This is an optimization exercise on Yosys and OpenROAD, whose aim is small area and a short achievable clock period, not a production implementation. No activity file was given, so power comes from the tool's default toggle rates.

== exp/ember ==
Design alu, start of the top module:
module alu(
             clk_p_i,
             reset_n_i,
             data_a_i,
             data_b_i,
             inst_i,
             data_o
             );
      input           clk_p_i;
      input           reset_n_i;
      input   [7:0]   data_a_i;
      input   [7:0]   data_b_i;
      input   [2:0]   inst_i;
      output reg  [15:0]  data_o;
      reg     [7:0]    data_a_d1_r;
      reg     [7:0]    data_b_d1_r;
      reg     [2:0]    inst_d1_r;
      reg              valid_d1_r;
  wire [7:0] b_p = data_b_i;
  wire [7:0] p_x1 = data_a_i;
  wire [8:0] p_x2 = {data_a_i, 1'b0};
  wire [9:0] p_x3 = {2'b0, data_a_i} + {1'b0, data_a_i, 1'b0};
  wire [1:0] p1_t = b_p[7:6];
  wire [2:0] p1_d1 = {1'b0, p1_t} - {1'b0, p_x1[1:0]};
  wire p1_c1 = (data_a_i < 8'd4) & ~p1_d1[2];
  wire [2:0] p1_d2 = {1'b0, p1_t} - {1'b0, p_x2[1:0]};
  wire p1_c2 = (data_a_i < 8'd2) & ~p1_d2[2];
  wire [2:0] p1_d3 = {1'b0, p1_t} - {1'b0, p_x3[1:0]};
  wire p1_c3 = (data_a_i < 8'd2) & ~p1_d3[2];
  wire [1:0] p1_r = p1_c3 ? p1_d3[1:0] : p1_c2 ? p1_d2[1:0] : p1_c1 ? p1_d1[1:0] : p1_t;
  wire [7:0] b_store = (inst_i == 3'b111) ? {p1_r, data_b_i[5:0]} : data_b_i;
      wire    [7:0]    a = data_a_d1_r;
      wire    [7:0]    b = data_b_d1_r;
      wire    [2:0]    op = inst_d1_r;
      wire             inv_a = (op == 3'b001) | ((op == 3'b101) & a[7]);
      wire             use_b = (op != 3'b101);
      wire    [7:0]    x = a ^ {8{inv_a}};
      wire    [7:0]    y = b & {8{use_b}};
      wire    [8:0]    s = {1'b0, x} + {1'b0, y} + {8'd0, inv_a};
      wire             s8 = x[7] ^ y[7] ^ s[8];
      wire    [15:0]   prod;
      mul8 u_mul(.a(a), .b(b), .p(prod));
  wire [7:0] b_q = b;
  wire [7:0] q_x1 = a;
  wire [8:0] q_x2 = {a, 1'b0};
  wire [9:0] q_x3 = {2'b0, a} + {1'b0, a, 1'b0};
  wire [3:0] q3_t = {b[7:6], b_q[5:4]};
  wire [4:0] q3_d1 = {1'b0, q3_t} - {1'b0, q_x1[3:0]};
  wire q3_c1 = (a < 8'd16) & ~q3_d1[4];
  wire [4:0] q3_d2 = {1'b0, q3_t} - {1'b0, q_x2[3:0]};
  wire q3_c2 = (a < 8'd8) & ~q3_d2[4];
  wire [4:0] q3_d3 = {1'b0, q3_t} - {1'b0, q_x3[3:0]};
  ...
For scale: ~790 cells after synthesis, roughly 36 flip-flops, roughly 37 I/O pins, about 6600 sq um of cells after synthesis.
export LEC_CHECK = 0
export CAP_MARGIN = 20
export CORE_MARGIN = 2
export CORE_UTILIZATION = 35
export SLEW_MARGIN = 20
create_clock -name core_clock -period 32.0 [get_ports {clk_p_i}]
standard.sh (not shown) runs the stock make flow with config.mk's settings and CLKGATE_MAP_FILE= SYNTH_SCRIPT=/design/flow/synth_recipe.tcl, a recipe that flattens the netlist after the stock synthesis.
==> flow/flow/run.sh <==
#!/bin/bash
set -euo pipefail
bash standard.sh BUFFER_PORTS_ARGS="-buffer_cell sky130_fd_sc_hd__buf_2" SETUP_SLACK_MARGIN=24 TNS_END_PERCENT=0 finish > make_finish.log 2>&1
Input changes introduced in exp/onyx (baseline for comparison: exp/ember):
==> flow/flow/run.sh <==
#!/bin/bash
set -euo pipefail
bash standard.sh BUFFER_PORTS_ARGS="-buffer_cell sky130_fd_sc_hd__buf_2" SETUP_SLACK_MARGIN=25 TNS_END_PERCENT=0 finish > make_finish.log 2>&1
diff --git a/flow/config.mk b/flow/config.mk
--- a/flow/config.mk
+++ b/flow/config.mk
@@ -10 +10 @@
-export CORE_UTILIZATION = 35
+export CORE_UTILIZATION = 60
Results
exp/onyx — minimum clock period 0.22 ns lower, exp/ember as reference
Diff exp/ember..exp/onyx | synthesized-area fraction occupied by ao, oa, aoi and oai cells | unchanged
Compared to exp/ember, the router laid down less metal wire for exp/onyx.
From exp/ember to exp/onyx the numbers moved as follows: utilization shows an increase of 28 points, met3 usage in global routing increased by 1.6 points relative to the old numbers, cell area flat.
Going from exp/ember to exp/onyx, the arrival time at the worst endpoint was found to have gone down by 0.19 ns.
Summary — met1 layer wirelength in the final routing, exp/onyx relative to exp/ember: lower, by about 6.4%.
exp/onyx vs exp/ember, global-route wire length before repair went down by about 1.2%.
The source of the critical timing path comes out data_a_i[0] in one run and data_b_i[6] in the other, namely in exp/ember and exp/onyx respectively.
Inputs modified between exp/onyx and exp/garnet:
==> flow/flow/run.sh <==
#!/bin/bash
set -euo pipefail
bash standard.sh BUFFER_PORTS_ARGS="-buffer_cell sky130_fd_sc_hd__buf_2" SETUP_SLACK_MARGIN=26 TNS_END_PERCENT=0 finish > make_finish.log 2>&1
diff --git a/flow/config.mk b/flow/config.mk
--- a/flow/config.mk
+++ b/flow/config.mk
@@ -10 +10 @@
-export CORE_UTILIZATION = 60
+export CORE_UTILIZATION = 35
--- outcome ---
- exp/garnet reports a higher post-layout instance area than exp/onyx does.
- Delta (exp/garnet minus exp/onyx): sequential power barely changed; maximum number of buffers from clock root to sink now sits at about the same level.
Function was not checked in any run of this note: the RTL went through the layout flow alone.

---

Setup of run a:
Starting RTL as in the previous note.
// alu
module alu(
             clk_p_i,
             reset_n_i,
             data_a_i,
             data_b_i,
             inst_i,
             data_o
             );
==> flow/config.mk <==
export PLATFORM = sky130hd
export DESIGN_NAME = alu
export DESIGN_NICKNAME = alu
export VERILOG_FILES = /design/flow/design.v
export SDC_FILE = /design/flow/constraint.sdc
export NUM_CORES = 4
export LEC_CHECK = 0
export CAP_MARGIN = 20
export CORE_MARGIN = 2
export CORE_UTILIZATION = 35
export SLEW_MARGIN = 20
==> flow/constraint.sdc <==
create_clock -name core_clock -period 32.0 [get_ports {clk_p_i}]
set_input_delay 6.4000 -clock core_clock [delete_from_list [all_inputs] [get_ports {clk_p_i}]]
set_output_delay 6.4000 -clock core_clock [all_outputs]
set_load 0.01 [all_outputs]
==> flow/flow/run.sh <==
#!/bin/bash
set -euo pipefail
bash standard.sh BUFFER_PORTS_ARGS="-buffer_cell sky130_fd_sc_hd__buf_2" SETUP_SLACK_MARGIN=25 TNS_END_PERCENT=0 finish > make_finish.log 2>&1
Run a finished every stage and its layout cleared the timing, DRC and antenna checks.
diff inputs: run a => run b
==> flow/run.sh (new file) <==
#!/bin/bash
# synth_recipe.tcl (not shown) runs the flow's synth.tcl, then flattens the netlist and writes it again
# the make line also repeats each setting of config.mk as NAME=value (left out here)
make -C /OpenROAD-flow-scripts/flow DESIGN_CONFIG=/design/flow/config.mk WORK_HOME=/design/flow/orfs CLKGATE_MAP_FILE= SYNTH_SCRIPT=/design/flow/synth_recipe.tcl finish
removed: flow/flow/run.sh
removed: flow/standard.sh
==> summary.txt <==
- On post-layout minimum cycle time: between run a and run b, it ends up lower for run a.
- Delta (run b minus run a): met2 wirelength from detailed routing essentially unchanged, post-layout total power increased 0.46%.
Function was not checked in any run of this note: the RTL went through the layout flow alone.

==> port drivers added, routing unchanged <==
The results above use ideal ports. As a check the final layouts listed here were re-extracted and re-timed, cells and wires unchanged.
Step 1: set_driving_cell puts a clkbuf_16 on clk_p_i and a buf_2 on each other input, an assumption about the parent block.
Step 2 times the ports against the registers' clock, not the clock port: input delays grow and output delays shrink by t, the midpoint of the rising clock arrivals with the driver on.
Three values: ideal ports, drivers, drivers and shift; two values: the first two.
| run | shift t [ns] | slack for setup (ns) | cell pins on the clock port's net |
|---|---|---|---|
| exp/ember | 0.319 | 24.218 / 24.230 / 23.911 | 1 |
| exp/onyx | 0.342 | 24.436 / 24.417 / 24.075 | 1 |
| exp/garnet | 0.324 | 24.464 / 24.456 / 24.133 | 1 |
| run a | 0.324 | 24.464 / 24.456 / 24.133 | 1 |
| run b | 0.326 | 23.816 / 23.828 / 23.503 | 1 |
After both steps setup and hold are still met in every run listed. The setup slack of exp/onyx, which loses most, moves by -0.019 ns with the drivers and by -0.361 ns with both steps.
